Background: an optimization exercise with open tools, aiming at small area and a short achievable clock period. Do not read the settings as production practice.
Function was checked by simulation only, so behaviour that the tests miss may differ from the original.
Power is estimated from default activity; no workload was simulated.

File: constraint.sdc
create_clock -name core_clock -period 8.0 [get_ports {CLK}]
set_input_delay 1.6000 -clock core_clock [delete_from_list [all_inputs] [get_ports {CLK}]]
set_output_delay 1.6000 -clock core_clock [all_outputs]
set_load 0.01 [all_outputs]
File: config.mk
export PLATFORM = sky130hd
export DESIGN_NAME = alu_design
export DESIGN_NICKNAME = alu_design
export VERILOG_FILES = /design/flow/design.v
export SDC_FILE = /design/flow/constraint.sdc
export NUM_CORES = 4
export LEC_CHECK = 0
export CAP_MARGIN = 20
export CORE_MARGIN = 2
export CORE_UTILIZATION = 40
export SLEW_MARGIN = 20
File: design.v
module alu_design #(parameter OPERAND_WIDTH = 16, parameter CMD_WIDTH = 4)(
	input CLK, RST, MODE, CE, CIN,
	input [CMD_WIDTH-1:0] CMD,
	input [1:0] INP_VALID,
	input [OPERAND_WIDTH-1:0] OPA, OPB,
	output reg ERR, OFLOW, E, G, L,
	output COUT,
	output reg [(2*OPERAND_WIDTH)-1:0] RES
);
	reg [3:0] t_CMD;
	reg [OPERAND_WIDTH-1:0] t_OPA, t_OPB;
	reg t_CIN, temp_ovr_cin;
	reg t_MODE;
	reg TEMP_MODE;
	reg [3:0]TEMP_CMD;
	reg [1:0] t_INP_VALID;
	reg [OPERAND_WIDTH-1:0] shf_MUL;
	reg [(2*OPERAND_WIDTH)-1:0] t_MUL;
	reg [OPERAND_WIDTH-1:0] temp_ovr_a, temp_ovr_b;
	always @ (posedge CLK or posedge RST) begin
		if(RST) begin
			t_OPA <= 0;
			t_OPB <= 0;
			t_CMD <= 0;
			temp_ovr_a <= 0;
			temp_ovr_b <= 0;
			TEMP_MODE <= 0;
			TEMP_CMD <= 0;
			temp_ovr_cin <= 0;
			t_MODE <= 0;
			t_INP_VALID <=0;
			t_CIN <= 0;
		end
		else if(CE) begin
			t_OPA <= OPA;
			t_OPB <= OPB;
			temp_ovr_a <= t_OPA;
			temp_ovr_b <= t_OPB;
			TEMP_MODE <= t_MODE;
			TEMP_CMD <= t_CMD;
			temp_ovr_cin <= t_CIN;
			t_CMD <= CMD;
			t_MODE <= MODE;
			t_INP_VALID <= INP_VALID;
			t_CIN <= CIN;       
		end
		else begin
			t_OPA <= 0;
			t_OPB <= 0;
			t_CMD <= 0;
			temp_ovr_a <= 0;
			temp_ovr_b <= 0;
			t_MODE <= 0;
			t_INP_VALID <= 0;
			t_CIN <= 0;
		end  
	end
	always @ (posedge CLK or posedge RST) begin
		if(RST) begin            
			RES <= 0;
			ERR <= 1'b0;
			t_MUL <= 0;
			E <= 1'b0;
			G <= 1'b0;
			L <= 1'b0;
		end
		else begin
			if(CE) begin
				if(t_MODE) begin                 
					if(t_CMD != 4'd9 && t_CMD != 4'd10)      
						RES <= 0;
					ERR <= 1'b0;
					E <= 1'b0;
					G <= 1'b0;
					L <= 1'b0;
					t_MUL <= 0;
					case(t_INP_VALID)
						2'b00 : begin                    
							RES <= 0;
							ERR <= 1'b1;
							E <= 1'b0;
							G <= 1'b0;
							L <= 1'b0;
						end
						2'b01 : begin                    
							case(t_CMD)     
								4'b0100 : begin
									RES[OPERAND_WIDTH:0] <= t_OPA + 1;       
								end
								4'b0101 : begin
									RES[OPERAND_WIDTH:0] <= t_OPA - 1;       
								end
								default : begin                                      
									RES <= 0;
									ERR <= 1'b1;
									E <= 1'b0;
									G <= 1'b0;
									L <= 1'b0;
								end
							endcase
						end
						2'b10 : begin                    
							case(t_CMD)
								4'b0110 : begin
									RES[OPERAND_WIDTH:0] <= t_OPB + 1;       
								end
								4'b0111 : begin
									RES[OPERAND_WIDTH:0] <= t_OPB - 1;       
								end
								default : begin                                      
									RES <= 0;   
									ERR <= 1'b1;
									E <= 1'b0;
									G <= 1'b0;
									L <= 1'b0;
								end
							endcase
						end
						default : begin                                                      
							case(t_CMD)
								4'b0000 : begin
									RES[OPERAND_WIDTH:0] <= t_OPA + t_OPB;           
								end
								4'b0001 : begin
									RES[OPERAND_WIDTH:0] <= t_OPA - t_OPB;           
								end
								4'b0010 : begin
									RES[OPERAND_WIDTH:0] <= t_OPA + t_OPB + t_CIN;   
								end
								4'b0011 : begin
									RES[OPERAND_WIDTH:0] <= t_OPA - t_OPB - t_CIN;   
								end
								4'b0100 : begin
									RES[OPERAND_WIDTH:0] <= t_OPA + 1;               
								end
								4'b0101 : begin
									RES[OPERAND_WIDTH:0] <= t_OPA - 1;               
								end
								4'b0110 : begin
									RES[OPERAND_WIDTH:0] <= t_OPB + 1;               
								end
								4'b0111 : begin
									RES[OPERAND_WIDTH:0] <= t_OPB - 1;               
								end
								4'b1000 : begin                                              
									RES <= 0;
									if(t_OPA == t_OPB) begin
										E <= 1;
										G <= 0;
										L <= 0;
									end
									else if(t_OPA > t_OPB) begin
										E <= 0;
										G <= 1;
										L <= 0;
									end
									else begin
										E <= 0;
										G <= 0;
										L <= 1;
									end
								end
								4'b1001 : begin
									t_MUL <= (t_OPA + 1) * (t_OPB + 1);              
									RES <= t_MUL;
								end
								4'b1010 : begin
									t_MUL <= (shf_MUL) * (t_OPB);                    
									RES <= t_MUL;
								end
								4'b1011 : begin                                              
									RES[OPERAND_WIDTH:0] <= ($signed(t_OPA)) + ($signed(t_OPB));
									if(t_OPA == t_OPB) begin
										E <= 1;
										G <= 0;
										L <= 0;
									end
									else if(($signed(t_OPA)) > ($signed(t_OPB))) begin
										E <= 0;
										G <= 1;
										L <= 0;
									end
									else begin
										E <= 0;
										G <= 0;
										L <= 1;
									end
								end
								4'b1100 : begin                                              
									RES[OPERAND_WIDTH:0] <= ($signed(t_OPA)) - ($signed(t_OPB));
									if(t_OPA == t_OPB) begin
										E <= 1;
										G <= 0;
										L <= 0;
									end
									else if(($signed(t_OPA)) > ($signed(t_OPB))) begin
										E <= 0;
										G <= 1;
										L <= 0;
									end
									else begin
										E <= 0;
										G <= 0;
										L <= 1;
									end
								end
								default :  begin                                             
									RES <= 0;
									ERR <= 1'b1;
									E <= 1'b0;
									G <= 1'b0;
									L <= 1'b0;
								end
							endcase
						end
					endcase
				end
				else begin                   
					RES <= 0;
					ERR <= 1'b0;
					E <= 1'b0;
					G <= 1'b0;
					L <= 1'b0;
					case(t_INP_VALID)           
						2'b00 : begin                    
							RES <= 0;
							ERR <= 1'b1;
							E <= 1'b0;
							G <= 1'b0;
							L <= 1'b0;
						end
						2'b01 : begin                    
							case(t_CMD)
								4'b0110 : RES[OPERAND_WIDTH:0] <= {1'b0, ~(t_OPA)};          
								4'b1000 : RES[OPERAND_WIDTH:0] <= {1'b0, (t_OPA >> 1)};      
								4'b1001 : RES[OPERAND_WIDTH:0] <= {1'b0, (t_OPA << 1)};      
								default : begin                                              
									RES <= 0;
									ERR <= 1'b1;
									E <= 1'b0;
									G <= 1'b0;
									L <= 1'b0;
								end
							endcase
						end
						2'b10 : begin                    
							case(t_CMD)
								4'b0111 : RES[OPERAND_WIDTH:0] <= {1'b0, ~(t_OPB)};          
								4'b1010 : RES[OPERAND_WIDTH:0] <= {1'b0, (t_OPB >> 1)};      
								4'b1011 : RES[OPERAND_WIDTH:0] <= {1'b0, (t_OPB << 1)};      
								default : begin                                              
									RES <= 0;
									ERR <= 1'b1;
									E <= 1'b0;
									G <= 1'b0;
									L <= 1'b0;
								end
							endcase
						end
						default : begin
							case(t_CMD)
								4'b0000 : RES[OPERAND_WIDTH:0] <= {1'b0, (t_OPA & t_OPB)};   
								4'b0001 : RES[OPERAND_WIDTH:0] <= {1'b0, ~(t_OPA & t_OPB)};  
								4'b0010 : RES[OPERAND_WIDTH:0] <= {1'b0, (t_OPA | t_OPB)};   
								4'b0011 : RES[OPERAND_WIDTH:0] <= {1'b0, ~(t_OPA | t_OPB)};  
								4'b0100 : RES[OPERAND_WIDTH:0] <= {1'b0, (t_OPA ^ t_OPB)};   
								4'b0101 : RES[OPERAND_WIDTH:0] <= {1'b0, ~(t_OPA ^ t_OPB)};  
								4'b0110 : RES[OPERAND_WIDTH:0] <= {1'b0, ~(t_OPA)};          
								4'b0111 : RES[OPERAND_WIDTH:0] <= {1'b0, ~(t_OPB)};          
								4'b1000 : RES[OPERAND_WIDTH:0] <= {1'b0, (t_OPA >> 1)};      
								4'b1001 : RES[OPERAND_WIDTH:0] <= {1'b0, (t_OPA << 1)};      
								4'b1010 : RES[OPERAND_WIDTH:0] <= {1'b0, (t_OPB >> 1)};      
								4'b1011 : RES[OPERAND_WIDTH:0] <= {1'b0, (t_OPB << 1)};      
								4'b1100 :   begin                                            
									RES[OPERAND_WIDTH-1:0] <= (t_OPA << t_OPB[($clog2(OPERAND_WIDTH) - 1):0]) | (t_OPA >> (OPERAND_WIDTH - t_OPB[($clog2(OPERAND_WIDTH) - 1):0]));
									if(|(t_OPB[OPERAND_WIDTH-1 : ($clog2(OPERAND_WIDTH) + 1)]))
										ERR <= 1;
									else
										ERR <= 0;
								end
								4'b1101 :   begin                                            
									RES[OPERAND_WIDTH-1:0] <= (t_OPA >> t_OPB[($clog2(OPERAND_WIDTH) - 1):0]) | (t_OPA << (OPERAND_WIDTH - t_OPB[($clog2(OPERAND_WIDTH) - 1):0]));
									if(|(t_OPB[OPERAND_WIDTH-1 : ($clog2(OPERAND_WIDTH) + 1)]))
										ERR <= 1;
									else
										ERR <= 0;
								end
								default :  begin                                             
									RES <= 0;
									ERR <= 1'b1;
									E <= 1'b0;
									G <= 1'b0;
									L <= 1'b0;
								end
							endcase
						end
					endcase
				end
			end
			else begin    
				RES <= RES;
				ERR <= 1'b0;
				E <= 1'b0;
				G <= 1'b0;
				L <= 1'b0;
			end
		end   
	end
	always @ (*) begin  
		if(t_CMD == 4'hA)
			shf_MUL = t_OPA << 1;
		else
			shf_MUL = 0;
	end
	always @ (*) begin
		if(TEMP_MODE) begin
			case(TEMP_CMD)
				4'd1 : OFLOW = (temp_ovr_a < temp_ovr_b);
				4'd3 : OFLOW = ((temp_ovr_a < temp_ovr_b) || (temp_ovr_a == temp_ovr_b && temp_ovr_cin == 1));
				4'd5 : OFLOW = (temp_ovr_a < 1);
				4'd7 : OFLOW = (temp_ovr_b < 1);
				4'd11 : OFLOW = (temp_ovr_a[OPERAND_WIDTH-1] & temp_ovr_b[OPERAND_WIDTH-1] & (~RES[OPERAND_WIDTH-1])) | ((~temp_ovr_a[OPERAND_WIDTH-1]) & (~temp_ovr_b[OPERAND_WIDTH-1]) & RES[OPERAND_WIDTH-1]);
				4'd12 : OFLOW = ((~temp_ovr_a[OPERAND_WIDTH-1]) & temp_ovr_b[OPERAND_WIDTH-1] & RES[OPERAND_WIDTH-1]) | (temp_ovr_a[OPERAND_WIDTH-1] & (~temp_ovr_b[OPERAND_WIDTH-1]) & (~RES[OPERAND_WIDTH-1]));
				default : OFLOW = 0;
			endcase
		end
		else
			OFLOW = 0;
	end
	assign COUT = ((TEMP_MODE) && (TEMP_CMD == 4'd0 || TEMP_CMD == 4'd2 || TEMP_CMD == 4'd4 || TEMP_CMD == 4'd6 || TEMP_CMD == 4'd11)) ? RES[OPERAND_WIDTH] : 0;
endmodule
File: run.sh
#!/bin/bash
# synth_recipe.tcl (not shown) runs the flow's synth.tcl, then flattens the netlist and writes it again
# the make line also repeats each setting of config.mk as NAME=value (left out here)
make -C /OpenROAD-flow-scripts/flow DESIGN_CONFIG=/design/flow/config.mk WORK_HOME=/design/flow/orfs CLKGATE_MAP_FILE= SYNTH_SCRIPT=/design/flow/synth_recipe.tcl finish
==> summary.txt <==
critical path: cells and delay by family, from the launching register on:
| family | cells | cell delay, ps |
|---|---|---|
| compound gates | 9 | 1480 |
| fa+ha+maj | 8 | 3550 |
| buf+inv | 2 | 90 |
| flops | 1 | 450 |
| xor+xnor | 1 | 620 |
| simple gates | 5 | 1470 |
layout by cell type, fill, tap and decap left out, types with 22 or more instances in the layout:
cell type and instances:
a221oi_1 36, and2_1 94, nor4_1 93, o22ai_1 42, nand2b_1 29, nor2b_1 25
dfrtp_1 143, buf_4 220, and3_1 25, o221ai_1 30, fa_1 405, xnor2_1 129
inv_1 603, clkdlybuf4s50_1 79, a21oi_1 171, ha_1 276, a21o_1 35, nor2_1 277
xor2_1 46, a31oi_1 22, o21ai_0 171, mux2i_1 64, a22oi_1 33, nand2_1 513
nand3_1 48, nor3_1 60, a211oi_1 37
stage by stage:
step / instances / util / power, uW / area, um^2 / setup slack, ps
2_1_floorplan: 3996 / - / 2180 / 32200 / 361
3_3_place_gp: 5112 / 0.440 / 3090 / 35200 / 205
3_5_place_dp: 5112 / 0.440 / 3090 / 35200 / 53.4
4_1_cts: 5144 / 0.447 / 3990 / 35800 / 70.8
5_1_grt: 5144 / 0.448 / 4270 / 35900 / 3.50
6_report: 5149 / 0.448 / 4050 / 35900 / 253
what timing repair did:
item / in CTS / in global routing
setup endpoints to repair: 0 / 9
gates resized for setup: 0 / 14
setup buffers: 0 / 0
synth_stat cells (9+ instances only):
cell type and count:
nor3_1 75, a2111oi_0 14, a222oi_1 10, buf_1 24
dfrtp_1 146, o22ai_1 42, buf_2 19, a21oi_1 173
o211ai_1 17, nand4_1 18, a221oi_1 36, nor4_1 93
nand2b_1 31, and4_1 9, ha_1 277, inv_1 604
or3_1 15, o21ai_0 171, and3_1 25, nand2_1 514
a22oi_1 33, mux2i_1 64, o21a_1 15, nor2_1 279
a221o_1 20, a211oi_1 37, nor2b_1 25, and2_1 94
a31oi_1 22, xnor2_1 137, mux4_2 9, xor2_1 47
o221ai_1 30, nand3_1 48, clkinv_1 14, mux2_2 16
fa_1 405, o31ai_1 11, a21o_1 35, clkbuf_1 198
state kept, by name (all words and copies together) (netlist names), 2 cells and up:
name         cells
t_OPA           16
t_OPB           16
TEMP_CMD         4
t_CMD            4
RES             32
t_INP_VALID      2
temp_ovr_b      16
t_MUL           32
temp_ovr_a      16
per-layer routing:
| metal | track usage | wire length [um] |
|---|---|---|
| met1 | 0.503 | 62700 |
| met2 | 0.530 | 62000 |
| met3 | 0.0847 | 15500 |
| met4 | 0.197 | 9330 |
| met5 | 0 | 69 |
how the worst min path moves through the flow:
stage | to | startpoint | cells after the start
floorplan | RES[28] | t_MUL[28] | 2
global placement | t_MUL[13] | t_MUL[13] | 2
detailed placement | RES[20] | t_MUL[20] | 2
CTS | RES[20] | t_MUL[20] | 2
global route | RES[19] | t_MUL[19] | 2
finish | RES[20] | t_MUL[20] | 2
kinds of logic after synthesis:
kind of cell / Yosys count
AND/OR/NAND/NOR: 1265
buffers and inverters: 870
AO/OA/AOI/OAI: 758
adder cells (fa/ha/maj): 682
XOR/XNOR: 186
flip-flops: 146
multiplexers: 89
area by class of cell:
type / count / area [um^2] / area share
multi-input cells: 2980 / 25400 / 0.708
flip-flops and latches: 146 / 3660 / 0.102
repair buffers: 304 / 2540 / 0.0709
inverters: 622 / 2340 / 0.0652
well taps: 1060 / 1330 / 0.0370
clock buffers: 18 / 439 / 0.0122
clock inverters: 14 / 164 / 0.00457
diodes: 5 / 12.5 / 0.000349
where the power goes:
| group | internal, uW | switching, uW | leakage [uW] | total, uW |
|---|---|---|---|---|
| logic | 755 | 1610 | 0.0140 | 2360 |
| registers | 766 | 36.8 | 0.00195 | 803 |
| clock network | 453 | 428 | 0.000300 | 881 |
==> impl_metrics.ini <==
[synthesis]
synth_adder_area_share = 0.360
synth_top_family_by_area = adder cells
async_reset_ff_frac = 1.00
synth_xor_area_frac = 0.0514
yosys.area_share.simple = 0.183
synth-main-ff-cell = dfrtp_1
ys_ff_latch = 146
synth_fp_nets = 4721
synth_cell_type_count = 93
synth_area_leaders = fa_1 (25%), dfrtp_1 (11%), ha_1 (11%)
synth_mux_area_frac = 0.0318
synth_compound_area_frac = 0.157
synth_edf_count = 0
synth_top_area_frac = 0.252
syn_inst = 3996
ys_seq_area_frac = 0.114
yosys_warnings = 1
syn-cell-area_um2 = 32200
postSynthAreaPerCell_um2 = 8.05
yosys.area.top_type = fa_1

[min_path]
hp-class = reg2reg

[floorplanning]
core_um2 = 80000
start_util = 0.402
die_h_um = 288
ios = 81
row_count = 104
die_w_um = 288
dieArea_um2 = 82700

[setup_path]
crit_type = reg2reg
r2r_cells = 25
cp_slowest_stage_delay_ps = 620
crit_path_start = t_OPB[0]
r2r_end = t_MUL[29]
r2r-start = t_OPB[0]
critical_path.most_common_cell = fa_1
slowest_stage = xnor2_1
worst-path-max-fanout = 7
worstSetupStartpointType = flip-flop
timing.critical_path.to = t_MUL[29]
end_kind = flip-flop
cp.arrival_ps = 8160
rrSetupSlack_ps = 250
cp.required_ps = 8420

[layout]
final_nets = 4796
nFillCells = 8108
area_delta_synth_final_pct = 11.5
drive_above_1_share = 0.0857

[status]
outcome = complete, no violations

[drt]
drc = 0
ant_nets = 0
drt-total-wl_mm = 150
drt_first_iter_violations = 3904
drt_pass1_iterations = 10
vias = 31300
viasPerCell = 6.08
wire_per_inst_um = 29.0

[timing]
skew_ps = 41.7
finalCritPeriodShare = 0.968
slew-limit-headroom = 0.142
min_period_ps = 7750
fin_hold_ws_ps = 486
hold_viol = 0
setup_tns_ps = 0
fmax_mhz = 129
slew_violations = 0
setup_viol = 0
rsz0062_at_grt = false
tightest_slew_ps = 1280

[clock_network]
holdBufCountCts = 0
cts_tree = built
cts_num_sinks = 146
cts_buffers = 17
cts-htree-levels = 4
cts_root_buf = clkbuf_16
path_clk_slew_ps = 70
clock_path_buffers = 2
clk_latency_ps = 520

[placement]
gp_congestion = 1.06
port_buffers = 80
dpl.hpwl_mm = 116

[global_routing]
grt_max_degree = 85
antenna_found_initial = 12
grt_use_total = 0.366
grt_overflow = 0
grt_first_pass_wirelength_mm = 218
grt_pass1_vias = 31000

[power_and_ir_drop]
p_leak_uw = 0.0162
ir_worst_vdd_mv = 0.143
power_density_nw_per_um2 = 113

[job]
cap_violations = 0

## separate check: timing with driven ports
The flow's constraints put no driver on any port. The routed layout listed below was extracted and timed again, unchanged, in two steps. Step 1, drivers: a clkbuf_16 drives CLK and a buf_2 each remaining input, both assumed. Step 2, shift: input delay + t, output delay - t, t = (earliest + latest rising clock arrival at the registers) / 2. This alone moves slack from input paths to output paths. Slacks: no drivers / after step 1 / after step 2; pairs: no drivers / after step 1.
t, ns: 0.573
setup slack, ns: 0.253 / 0.253 / 0.253
worst setup path at the end: register to register
slew at the worst register clock pin (ns): 0.10 / 0.10
cell pins on the clock port's net: 1
After both steps this run still meets setup and hold. The setup slack of this run moves by 0.000 ns with the drivers and by 0.000 ns with both steps.
